What follows belongs to an exercise in optimizing a design on an open flow for small area, a short achievable clock period and few clock cycles per item; a production flow would make more cautious choices.
At most, simulation tests tie the RTL to the original design; equivalence was not proved.

## dct_4x4_core
module dct_4x4_core (
    input          clk,
    input          reset,
    input          i_valid,
    output         i_ready,
    input  [255:0] i_data,
    output         o_valid,
    input          o_ready,
    output [255:0] o_data
);
clock: 5.0 ns
lec_check: 0
cap_margin: 20
core_margin: 2
core_utilization: 40
place_density: 0.6
setup_slack_margin: 0.8
slew_margin: 20
tns_end_percent: 10
run.sh (not shown) runs the stock make flow with config.mk's settings and CLKGATE_MAP_FILE= SYNTH_SCRIPT=/design/flow/synth_recipe.tcl, a recipe that flattens the netlist after the stock synthesis.
Testbench counts at the start, summed over its fixed seeds: cycles 2,064, items 2,048.
Change:
--- a/flow/config.mk
+++ b/flow/config.mk
@@ -10,2 +10,2 @@
-export CORE_UTILIZATION = 40
-export PLACE_DENSITY = 0.6
+export CORE_UTILIZATION = 60
+export PLACE_DENSITY = 0.75
@@ -14 +13,0 @@
-export TNS_END_PERCENT = 10
Sequential share of layout area is about the same.
Die area came out lower by a quarter to a third.
Critical path depth climbs by 4.
Via count grows by a few percent.
Final cell count fell by a few percent.
Change:
==> flow/flow/run.sh (new file) <==
#!/bin/bash
# Layout flow: the standard ORFS flow, with one synthesis change: Yosys's
# full-adder extraction (extract_fa + ADDER_MAP_FILE techmap) is skipped, so
# that ABC maps the adders' logic itself.  Everything else (synth_recipe.tcl,
# flow settings, floorplan, CTS, routing) is standard.sh unchanged.
set -euo pipefail
bash standard.sh ADDER_MAP_FILE= synth > synth.log 2>&1
bash standard.sh > layout.log 2>&1
==> flow/standard.sh (new file) <==
#!/bin/bash
# synth_recipe.tcl (not shown) runs the flow's synth.tcl, then flattens the netlist and writes it again
# the make line also repeats each setting of config.mk as NAME=value (left out here)
make -C /OpenROAD-flow-scripts/flow DESIGN_CONFIG=/design/flow/config.mk WORK_HOME=/design/flow/orfs CLKGATE_MAP_FILE= SYNTH_SCRIPT=/design/flow/synth_recipe.tcl "${@:-finish}"
--- a/flow/config.mk
+++ b/flow/config.mk
@@ -10,2 +10,2 @@
-export CORE_UTILIZATION = 60
-export PLACE_DENSITY = 0.75
+export CORE_UTILIZATION = 40
+export PLACE_DENSITY = 0.6
removed: flow/run.sh
Outcome: Global-route usage falls by 5.7 points. Die area came out higher by a quarter to a third. Wire length came out higher by a few percent. Design area climbs slightly. Setup slack gets worse by 480 ps. Clock skew increases by 7.2 ps. Fmax fell by roughly a tenth. Register-to-register slack gets worse by 580 ps. Final cell count hardly moves.
Change:
==> flow/run.sh (new file) <==
#!/bin/bash
# synth_recipe.tcl (not shown) runs the flow's synth.tcl, then flattens the netlist and writes it again
# the make line also repeats each setting of config.mk as NAME=value (left out here)
make -C /OpenROAD-flow-scripts/flow DESIGN_CONFIG=/design/flow/config.mk WORK_HOME=/design/flow/orfs CLKGATE_MAP_FILE= SYNTH_SCRIPT=/design/flow/synth_recipe.tcl finish
--- a/flow/config.mk
+++ b/flow/config.mk
@@ -10,3 +10,3 @@
-export CORE_UTILIZATION = 40
-export PLACE_DENSITY = 0.6
-export SETUP_SLACK_MARGIN = 0.8
+export CORE_UTILIZATION = 60
+export PLACE_DENSITY = 0.75
+export SETUP_SLACK_MARGIN = 1.5
removed: flow/flow/run.sh
removed: flow/standard.sh
The changed run finished clean; fmax grows by roughly a tenth; cell count grows by a little under a tenth; non-clock buffer count shrinks by 21; critical path depth grows by 3; first-iteration DRC count grows by well over a third; synthesized area grows by about a fifth; sequential share of layout area shrinks by 3.1 points; utilization grows by 27 points.
Change:
--- a/flow/config.mk
+++ b/flow/config.mk
@@ -10,3 +10,3 @@
-export CORE_UTILIZATION = 60
-export PLACE_DENSITY = 0.75
-export SETUP_SLACK_MARGIN = 1.5
+export CORE_UTILIZATION = 40
+export PLACE_DENSITY = 0.6
+export SETUP_SLACK_MARGIN = 0.8
Final cell count increases slightly.
Non-clock buffer count decreases by 428.
Clock-buffer cell count increases by 2.
Setup slack gets better by 53 ps.
Synthesized cell count stays the same.
Change:
--- a/flow/config.mk
+++ b/flow/config.mk
@@ -12 +12 @@
-export SETUP_SLACK_MARGIN = 0.8
+export SETUP_SLACK_MARGIN = 1.1
@@ -13,0 +14 @@
+export TNS_END_PERCENT = 10
Outcome:
- hold slack barely changes
- global-route usage stays flat
- routed wire length is lower by about 0.32%

* * *

## run A
dct_4x4_core, a different RTL version from the one above (not shown whole).
For scale: ~4400 cells after synthesis, ~380 flip-flops.
clock: 5.0 ns
lec_check: 0
cap_margin: 20
core_margin: 2
core_utilization: 40
place_density: 0.6
setup_slack_margin: 0.8
slew_margin: 20
Stock flow here: none of the scripts above is used.
The following lists how run B was set up differently from run A:
Settings: SETUP_SLACK_MARGIN now 1.2, was 0.8.
==> flow/flow/run.sh (new file) <==
#!/bin/bash
# Layout flow: the standard ORFS flow (standard.sh), with two synthesis
# changes so that ABC maps the whole datapath for a delay target:
#  - Yosys's full/half-adder extraction is skipped (ADDER_MAP_FILE empty);
#  - ABC runs flow/abc_speed.script (delay-targeted map) in place of ORFS's
#    abc_speed.script, through a copy of ORFS's scripts folder that differs
#    only in that file.
# Synthesis is otherwise synth_recipe.tcl unchanged (same registers and names);
# floorplan to final layout is standard.sh unchanged.
set -euo pipefail
S="$PWD/scripts_abc"
rm -rf "$S"
cp -r "$FLOW_HOME/scripts" "$S"
cp flow/abc_speed.script "$S/abc_speed.script"
bash standard.sh SCRIPTS_DIR="$S" ADDER_MAP_FILE= synth > synth.log 2>&1
bash standard.sh > layout.log 2>&1
==> flow/flow/abc_speed.script (new file) <==
strash
dch
map -D 2500
topo
buffer -c
upsize -c -D 2500
dnsize -c -D 2500
==> flow/standard.sh (new file) <==
#!/bin/bash
# synth_recipe.tcl (not shown) runs the flow's synth.tcl, then flattens the netlist and writes it again
# the make line also repeats each setting of config.mk as NAME=value (left out here)
make -C /OpenROAD-flow-scripts/flow DESIGN_CONFIG=/design/flow/config.mk WORK_HOME=/design/flow/orfs CLKGATE_MAP_FILE= SYNTH_SCRIPT=/design/flow/synth_recipe.tcl "${@:-finish}"
removed: flow/run.sh
## What came out
- Run B closes out successfully: all stages finished, all timing, DRC and antenna checks passed.
- The leading cell type in the layout, fill and taps excluded comes out sky130_fd_sc_hd__nand2_1 in one run and sky130_fd_sc_hd__ha_1 in the other, namely in run B and run A respectively.
- Compared with run A, number of inserted filler cells in the final layout in run B decreased slightly.
- NOTE count of clock buffers in the final design run A->run B decreased by more than 10%
- Diff run A and run B: number of global-route vias before repair lower in run A
- Against run A, run B comes in 8 higher on final antenna diode count.
- When the final numbers for run A and run B were put side by side, the area fraction in compound gates after synthesis turned out to be smaller in run B.
Edits applied to the flow inputs when going from run B to run C:
Settings: SETUP_SLACK_MARGIN: 1.2 -> unset.
[summary]
Compared with run B, run C shows relative max-transition margin higher by 1.2 points.
In the tables for run B and run C, via count reads higher with run B.
Of run B and run C, the lower number of clock buffers in the layout belongs to run C.
Compared with run B, in run C total wirelength of the detailed-routed design down 12 mm; utilization fell by 9.3 points.
Non-clock buffer count for run C is lower than for run B.
Flip-flop and latch count: run B vs run C identical
Looking at launch point of the worst path, the r13_q[1]$_DFFE_PP_ result is from run B; the r01_q[0]$_DFFE_PP_ one comes from run C.
Critical path depth on run C is down relative to run B.
Run C vs run B — final non-filler cell area dropped by more than 10%
No run of this note included a check of the RTL's function; only the layout flow was run.

* * *

Setup of v15:
Another version of the RTL of dct_4x4_core (not shown whole).
Size: roughly 530 flip-flops, ~0.044 mm2 of cells after synthesis.
## dct_4x4_core
module dct_4x4_core (
    input          clk,
    input          reset,
    input          i_valid,
    output         i_ready,
    input  [255:0] i_data,
    output         o_valid,
    input          o_ready,
    output [255:0] o_data
);
export LEC_CHECK = 0
export CAP_MARGIN = 20
export CORE_MARGIN = 2
export CORE_UTILIZATION = 55
export PLACE_DENSITY = 0.7
export SETUP_SLACK_MARGIN = 2.0
export SLEW_MARGIN = 20
create_clock -name core_clock -period 5.0 [get_ports {clk}]
standard.sh (not shown) runs the stock make flow with config.mk's settings and CLKGATE_MAP_FILE= SYNTH_SCRIPT=/design/flow/synth_recipe.tcl, a recipe that flattens the netlist after the stock synthesis.
==> flow/flow/run.sh <==
#!/bin/bash
# Layout flow: the standard ORFS flow (standard.sh), with two synthesis
# changes so that ABC maps the whole datapath for a delay target:
#  - Yosys's full/half-adder extraction is skipped (ADDER_MAP_FILE empty);
#  - ABC runs flow/abc_speed.script (delay-targeted map) in place of ORFS's
#    abc_speed.script, through a copy of ORFS's scripts folder that differs
#    only in that file.
# Synthesis is otherwise synth_recipe.tcl unchanged (same registers and names);
# floorplan to final layout is standard.sh unchanged.
set -euo pipefail
S="$PWD/scripts_abc"
rm -rf "$S"
cp -r "$FLOW_HOME/scripts" "$S"
cp flow/abc_speed.script "$S/abc_speed.script"
bash standard.sh SCRIPTS_DIR="$S" ADDER_MAP_FILE= synth > synth.log 2>&1
bash standard.sh > layout.log 2>&1
==> flow/flow/abc_speed.script <==
strash
dch
map -D 1750
topo
buffer -c
upsize -c -D 1750
dnsize -c -D 1750
Having completed the whole flow, v15 delivered a layout that passed the timing, design-rule and antenna checks.
Testbench counts of v15, summed over its fixed seeds: cycles 2,072, items 2,048.
Inputs modified between v15 and v13:
Settings: SETUP_SLACK_MARGIN now 0.9, was 2.0.
## What came out
Routed wire length was lower in the run labelled v13. Diff v15..v13 | global-route usage over all layers | negligible. v13 ended with more period utilization than v15. v15 has lower sequential share of layout area than v13. Of v13 and v15, it is v13 that has the lower met2 usage in global routing.
The inputs of v27 differ from those of v13 as listed below.
Settings: a change of SETUP_SLACK_MARGIN from 0.9 to 1.1.
==> flow/flow/abc_speed.script <==
strash
dch
map -D 2000
topo
buffer -c
upsize -c -D 2000
dnsize -c -D 2000
## What came out
Result for v27 and v13: all clean
Diff v13 -> v27 | maximum frequency from static timing analysis | down by a few percent
Taking v13 as the reference point, the global-route usage of v27 falls by 0.95 points.
Across both runs, met3 track demand over resource in global routing was lower for v27 than for v13.
Input changes introduced in v3 (baseline for comparison: v27):
Settings: SETUP_SLACK_MARGIN changed from 1.1 to 1.8.
==> flow/flow/abc_speed.script <==
strash
dch
map -D 1750
topo
buffer -c
upsize -c -D 1750
dnsize -c -D 1750
==> run summary <==
Setup slack after layout in v3 vs v27: up 0.35 ns. v3 ended up with a higher number of vias per cell after detailed routing than v27 did. Re critical path data arrival time: v27 was higher than v3. Re share of final-layout standard cells stronger than drive strength 1: v3 is 3.9 points up on v27. Footprint of the flip-flops and latches came out exactly the same in v3 and v27.
Input changes introduced in v16 (baseline for comparison: v3):
Settings: PLACE_DENSITY changed from 0.7 to 0.6; CORE_UTILIZATION changed from 55 to 40.
==> flow/run.sh (new file) <==
#!/bin/bash
# synth_recipe.tcl (not shown) runs the flow's synth.tcl, then flattens the netlist and writes it again
# the make line also repeats each setting of config.mk as NAME=value (left out here)
make -C /OpenROAD-flow-scripts/flow DESIGN_CONFIG=/design/flow/config.mk WORK_HOME=/design/flow/orfs CLKGATE_MAP_FILE= SYNTH_SCRIPT=/design/flow/synth_recipe.tcl finish
removed: flow/flow/run.sh
removed: flow/flow/abc_speed.script
removed: flow/standard.sh
Notes after the runs:
- Cell with the largest stage delay on the worst path = sky130_fd_sc_hd__clkdlybuf4s50_1: v3; cell with the largest stage delay on the worst path = sky130_fd_sc_hd__edfxtp_1: v16
- Wire length reported by the detailed router for v16: 10% up relative to v3
- Delta (v16 minus v3): number of setup buffers added after CTS grew by 338; number of fillers in the final layout grew by 2,440.

* * *

dct_4x4_core, a different RTL version from the one above (not shown whole).
Size in the first run: about 4700 cells after synthesis, about 390 flip-flops, roughly 520 I/O pins, ~43000 um^2 of cells after synthesis.
==> flow/config.mk <==
export PLATFORM = sky130hd
export DESIGN_NAME = dct_4x4_core
export DESIGN_NICKNAME = dct_4x4_core
export VERILOG_FILES = /design/flow/design.v
export SDC_FILE = /design/flow/constraint.sdc
export NUM_CORES = 4
export LEC_CHECK = 0
export CAP_MARGIN = 20
export CORE_MARGIN = 2
export CORE_UTILIZATION = 40
export PLACE_DENSITY = 0.6
export SETUP_SLACK_MARGIN = 0.8
export SLEW_MARGIN = 20
==> flow/constraint.sdc <==
create_clock -name core_clock -period 5.0 [get_ports {clk}]
set_input_delay 1.0000 -clock core_clock [delete_from_list [all_inputs] [get_ports {clk}]]
set_output_delay 1.0000 -clock core_clock [all_outputs]
set_load 0.01 [all_outputs]
run.sh (not shown) runs the stock make flow with config.mk's settings and CLKGATE_MAP_FILE= SYNTH_SCRIPT=/design/flow/synth_recipe.tcl, a recipe that flattens the netlist after the stock synthesis.
Stock flow here: none of the scripts above is used.
Next try:
==> flow/flow/run.sh (new file) <==
#!/bin/bash
# Layout flow: the standard ORFS flow (standard.sh), with two synthesis
# changes so that ABC maps the whole datapath for a delay target:
#  - Yosys's full/half-adder extraction is skipped (ADDER_MAP_FILE empty);
#  - ABC runs flow/abc_speed.script (delay-targeted map) in place of ORFS's
#    abc_speed.script, through a copy of ORFS's scripts folder that differs
#    only in that file.
# Synthesis is otherwise synth_recipe.tcl unchanged (same registers and names);
# floorplan to final layout is standard.sh unchanged.
set -euo pipefail
S="$PWD/scripts_abc"
rm -rf "$S"
cp -r "$FLOW_HOME/scripts" "$S"
cp flow/abc_speed.script "$S/abc_speed.script"
bash standard.sh SCRIPTS_DIR="$S" ADDER_MAP_FILE= synth > synth.log 2>&1
bash standard.sh > layout.log 2>&1
==> flow/flow/abc_speed.script (new file) <==
strash
dch
map -D 2500
topo
buffer -c
upsize -c -D 2500
dnsize -c -D 2500
==> flow/standard.sh (new file) <==
#!/bin/bash
# synth_recipe.tcl (not shown) runs the flow's synth.tcl, then flattens the netlist and writes it again
# the make line also repeats each setting of config.mk as NAME=value (left out here)
make -C /OpenROAD-flow-scripts/flow DESIGN_CONFIG=/design/flow/config.mk WORK_HOME=/design/flow/orfs CLKGATE_MAP_FILE= SYNTH_SCRIPT=/design/flow/synth_recipe.tcl "${@:-finish}"
--- a/flow/config.mk
+++ b/flow/config.mk
@@ -10,4 +10,4 @@
 export CORE_UTILIZATION = 40
 export PLACE_DENSITY = 0.6
-export SETUP_SLACK_MARGIN = 0.8
+export SETUP_SLACK_MARGIN = 1.6
 export SLEW_MARGIN = 20
removed: flow/run.sh
Outcome:
- The changed run completed without violations
- wire length went up by 4.4%
- design area drops by 3.6%
- maximum frequency came out higher by 14%
- core utilization climbs by 5.4 points
- count of clock-buffer cells in the layout went down by 1
- die area goes down by 12%
- synthesized area came out lower by 12%
- synthesized cell count rose by 22%
- hold slack is better by 0.0050 ns
No run of this note included a check of the RTL's function; only the layout flow was run.

* * *

## oak
RTL: one of the versions met above, not the one the previous note started from.
For scale: roughly 6100 cells after synthesis, ~530 flip-flops.
Settings: LEC_CHECK=0, CAP_MARGIN=20, CORE_MARGIN=2, CORE_UTILIZATION=55, PLACE_DENSITY=0.7, SETUP_SLACK_MARGIN=1.8, SLEW_MARGIN=20; clock period 5.0 ns.
standard.sh (not shown) runs the stock make flow with config.mk's settings and CLKGATE_MAP_FILE= SYNTH_SCRIPT=/design/flow/synth_recipe.tcl, a recipe that flattens the netlist after the stock synthesis.
==> flow/flow/run.sh <==
#!/bin/bash
# Layout flow: the standard ORFS flow (standard.sh), with two synthesis
# changes so that ABC maps the whole datapath for a delay target:
#  - Yosys's full/half-adder extraction is skipped (ADDER_MAP_FILE empty);
#  - ABC runs flow/abc_speed.script (delay-targeted map) in place of ORFS's
#    abc_speed.script, through a copy of ORFS's scripts folder that differs
#    only in that file.
# Synthesis is otherwise synth_recipe.tcl unchanged (same registers and names);
# floorplan to final layout is standard.sh unchanged.
set -euo pipefail
S="$PWD/scripts_abc"
rm -rf "$S"
cp -r "$FLOW_HOME/scripts" "$S"
cp flow/abc_speed.script "$S/abc_speed.script"
bash standard.sh SCRIPTS_DIR="$S" ADDER_MAP_FILE= synth > synth.log 2>&1
bash standard.sh > layout.log 2>&1
==> flow/flow/abc_speed.script <==
strash
dch
map -D 1900
topo
buffer -c
upsize -c -D 1900
dnsize -c -D 1900
Testbench counts of oak, summed over its fixed seeds: cycles 2,072, items 2,048.
What pine does differently from oak at the input level:
- changing SETUP_SLACK_MARGIN from 1.8 to 2.1
==> flow/flow/abc_speed.script <==
strash
dch
map -D 2000
topo
buffer -c
upsize -c -D 2000
dnsize -c -D 2000
strash
dch
map -D 2000
topo
buffer -c
upsize -c -D 2000
dnsize -c -D 2000
### Flow results
pine completed end to end with timing, DRC and antenna clean. Worst setup slack delta for pine relative to oak: 250 ps lower. Looking at synthesized area across both flows, pine is the stronger of the two, with oak trailing. Re number of antenna diodes: oak was lower than pine. Relative to oak, register-to-register slack decreased by 250 ps in pine. In pine, the layout net count came out 182 above the value in oak. Measured against oak, the via count of pine comes out at 1.12 times the reference value. pine ended with more global-route usage than oak.
Input changes introduced in birch (baseline for comparison: pine):
- changing CORE_UTILIZATION from 55 to 40
- changing SETUP_SLACK_MARGIN from 2.1 to 0.8
- changing PLACE_DENSITY from 0.7 to 0.6
==> flow/run.sh (new file) <==
#!/bin/bash
# synth_recipe.tcl (not shown) runs the flow's synth.tcl, then flattens the netlist and writes it again
# the make line also repeats each setting of config.mk as NAME=value (left out here)
make -C /OpenROAD-flow-scripts/flow DESIGN_CONFIG=/design/flow/config.mk WORK_HOME=/design/flow/orfs CLKGATE_MAP_FILE= SYNTH_SCRIPT=/design/flow/synth_recipe.tcl finish
removed: flow/flow/run.sh
removed: flow/flow/abc_speed.script
removed: flow/standard.sh
==> run summary <==
Area of the mapped netlist is lower on pine
Per the comparison of birch with pine, area of the multi-input gates lost 7.4%, H-tree depth saw an increase.
Compared with pine, birch shows met2 layer wire length in the routed design that has gone down by more than a quarter.
Wire length per cell: birch and pine compared, lower one is birch
Going from pine to birch, the first-pass GRT wire length was found to have gone down by 14000 microns.
In birch, the hold slack came out 28 ps below the value in pine.
NOTE multi-input combinational cell count pine->birch decreased by more than 10%
diff inputs: birch => maple
==> flow/flow/run.sh (new file) <==
#!/bin/bash
# Layout flow: the standard ORFS flow (standard.sh), with two synthesis
# changes so that ABC maps the whole datapath for a delay target:
#  - Yosys's full/half-adder extraction is skipped (ADDER_MAP_FILE empty);
#  - ABC runs flow/abc_speed.script (delay-targeted map) in place of ORFS's
#    abc_speed.script, through a copy of ORFS's scripts folder that differs
#    only in that file.
# Synthesis is otherwise synth_recipe.tcl unchanged (same registers and names);
# floorplan to final layout is standard.sh unchanged.
set -euo pipefail
S="$PWD/scripts_abc"
rm -rf "$S"
cp -r "$FLOW_HOME/scripts" "$S"
cp flow/abc_speed.script "$S/abc_speed.script"
bash standard.sh SCRIPTS_DIR="$S" ADDER_MAP_FILE= synth > synth.log 2>&1
bash standard.sh > layout.log 2>&1
==> flow/flow/abc_speed.script (new file) <==
strash
dch
map -D 2500
topo
buffer -c
upsize -c -D 2500
dnsize -c -D 2500
==> flow/standard.sh (new file) <==
#!/bin/bash
# synth_recipe.tcl (not shown) runs the flow's synth.tcl, then flattens the netlist and writes it again
# the make line also repeats each setting of config.mk as NAME=value (left out here)
make -C /OpenROAD-flow-scripts/flow DESIGN_CONFIG=/design/flow/config.mk WORK_HOME=/design/flow/orfs CLKGATE_MAP_FILE= SYNTH_SCRIPT=/design/flow/synth_recipe.tcl "${@:-finish}"
removed: flow/run.sh
==> comparison <==
The flow did not stop early for birch: all stages ran, and the layout cleared the timing, design-rule and antenna checks.
maple reached the final stage; the timing, design-rule and antenna checks on its layout passed.
From birch to maple the numbers moved as follows: initial antenna violation count -4; simple-gate share of the synthesized area +20 points.
maple against birch: area growth from synthesis to layout held steady, slack of the critical path grew by 240 ps, number of diodes shrank by 1, mean instance size in the synthesized netlist shrank by 29%.

-- afterwards: timing with drivers on the ports --
The flow's constraints put no driver on any port. The routed layouts listed below were extracted and timed again, unchanged, in two steps.
Step 1 assumes that a clkbuf_16 drives the clock port and a buf_2 every other input.
Step 2 also shifts input and output timing later by t, the mid clock arrival at the registers, as if the neighbouring blocks saw the same clock.
Slacks: ideal / step 1 / step 2; pairs: ideal / step 1.
| run | t (ns) | setup WS [ns] | worst setup path at the end | slew at the worst register clock pin (ns) |
|---|---|---|---|---|
| the first run of note 1 | 0.649 | 0.584 / 0.521 / 0.217 | input to register | 0.07 / 0.07 |
| the second run of note 1 | 0.630 | 0.769 / 0.705 / 0.389 | input to register | 0.06 / 0.06 |
| the third run of note 1 | 0.646 | 0.289 / 0.220 / 0.227 | input to register | 0.07 / 0.07 |
| the fourth run of note 1 | 0.648 | 0.714 / 0.653 / 0.871 | input to register | 0.07 / 0.07 |
| the fifth run of note 1 | 0.647 | 0.767 / 0.704 / 0.387 | input to register | 0.07 / 0.07 |
| the sixth run of note 1 | 0.655 | 0.826 / 0.761 / 0.322 | input to register | 0.06 / 0.06 |
| run A | 0.659 | 0.259 / 0.259 / 0.259 | register to register | 0.07 / 0.07 |
| run B | 0.700 | 1.137 / 1.137 / 0.682 | input to register | 0.07 / 0.07 |
| run C | 0.687 | 0.742 / 0.742 / 0.190 | input to register | 0.08 / 0.08 |
| v15 | 0.726 | 1.970 / 1.970 / 1.434 | input to register | 0.07 / 0.07 |
| v13 | 0.721 | 1.617 / 1.593 / 1.288 | input to register | 0.07 / 0.07 |
| v27 | 0.701 | 1.489 / 1.489 / 1.147 | input to register | 0.07 / 0.07 |
| v3 | 0.723 | 1.842 / 1.817 / 1.313 | input to register | 0.07 / 0.07 |
| v16 | 0.712 | 0.996 / 0.996 / 0.996 | register to register | 0.07 / 0.07 |
| the first run of note 4 | 0.691 | 0.691 / 0.710 / 0.019 | input to register | 0.08 / 0.08 |
| the second run of note 4 | 0.662 | 1.209 / 1.169 / 0.507 | input to register | 0.07 / 0.07 |
| oak | 0.699 | 1.758 / 1.758 / 1.287 | input to register | 0.07 / 0.07 |
| pine | 0.708 | 1.512 / 1.512 / 1.417 | input to register | 0.07 / 0.07 |
| birch | 0.681 | 0.961 / 0.961 / 0.961 | register to register | 0.07 / 0.07 |
| maple | 0.700 | 1.204 / 1.204 / 1.116 | input to register | 0.07 / 0.07 |
After both steps setup and hold are still met in every run listed. The setup slack of the second run of note 4, which loses most, moves by -0.040 ns with the drivers and by -0.702 ns with both steps.
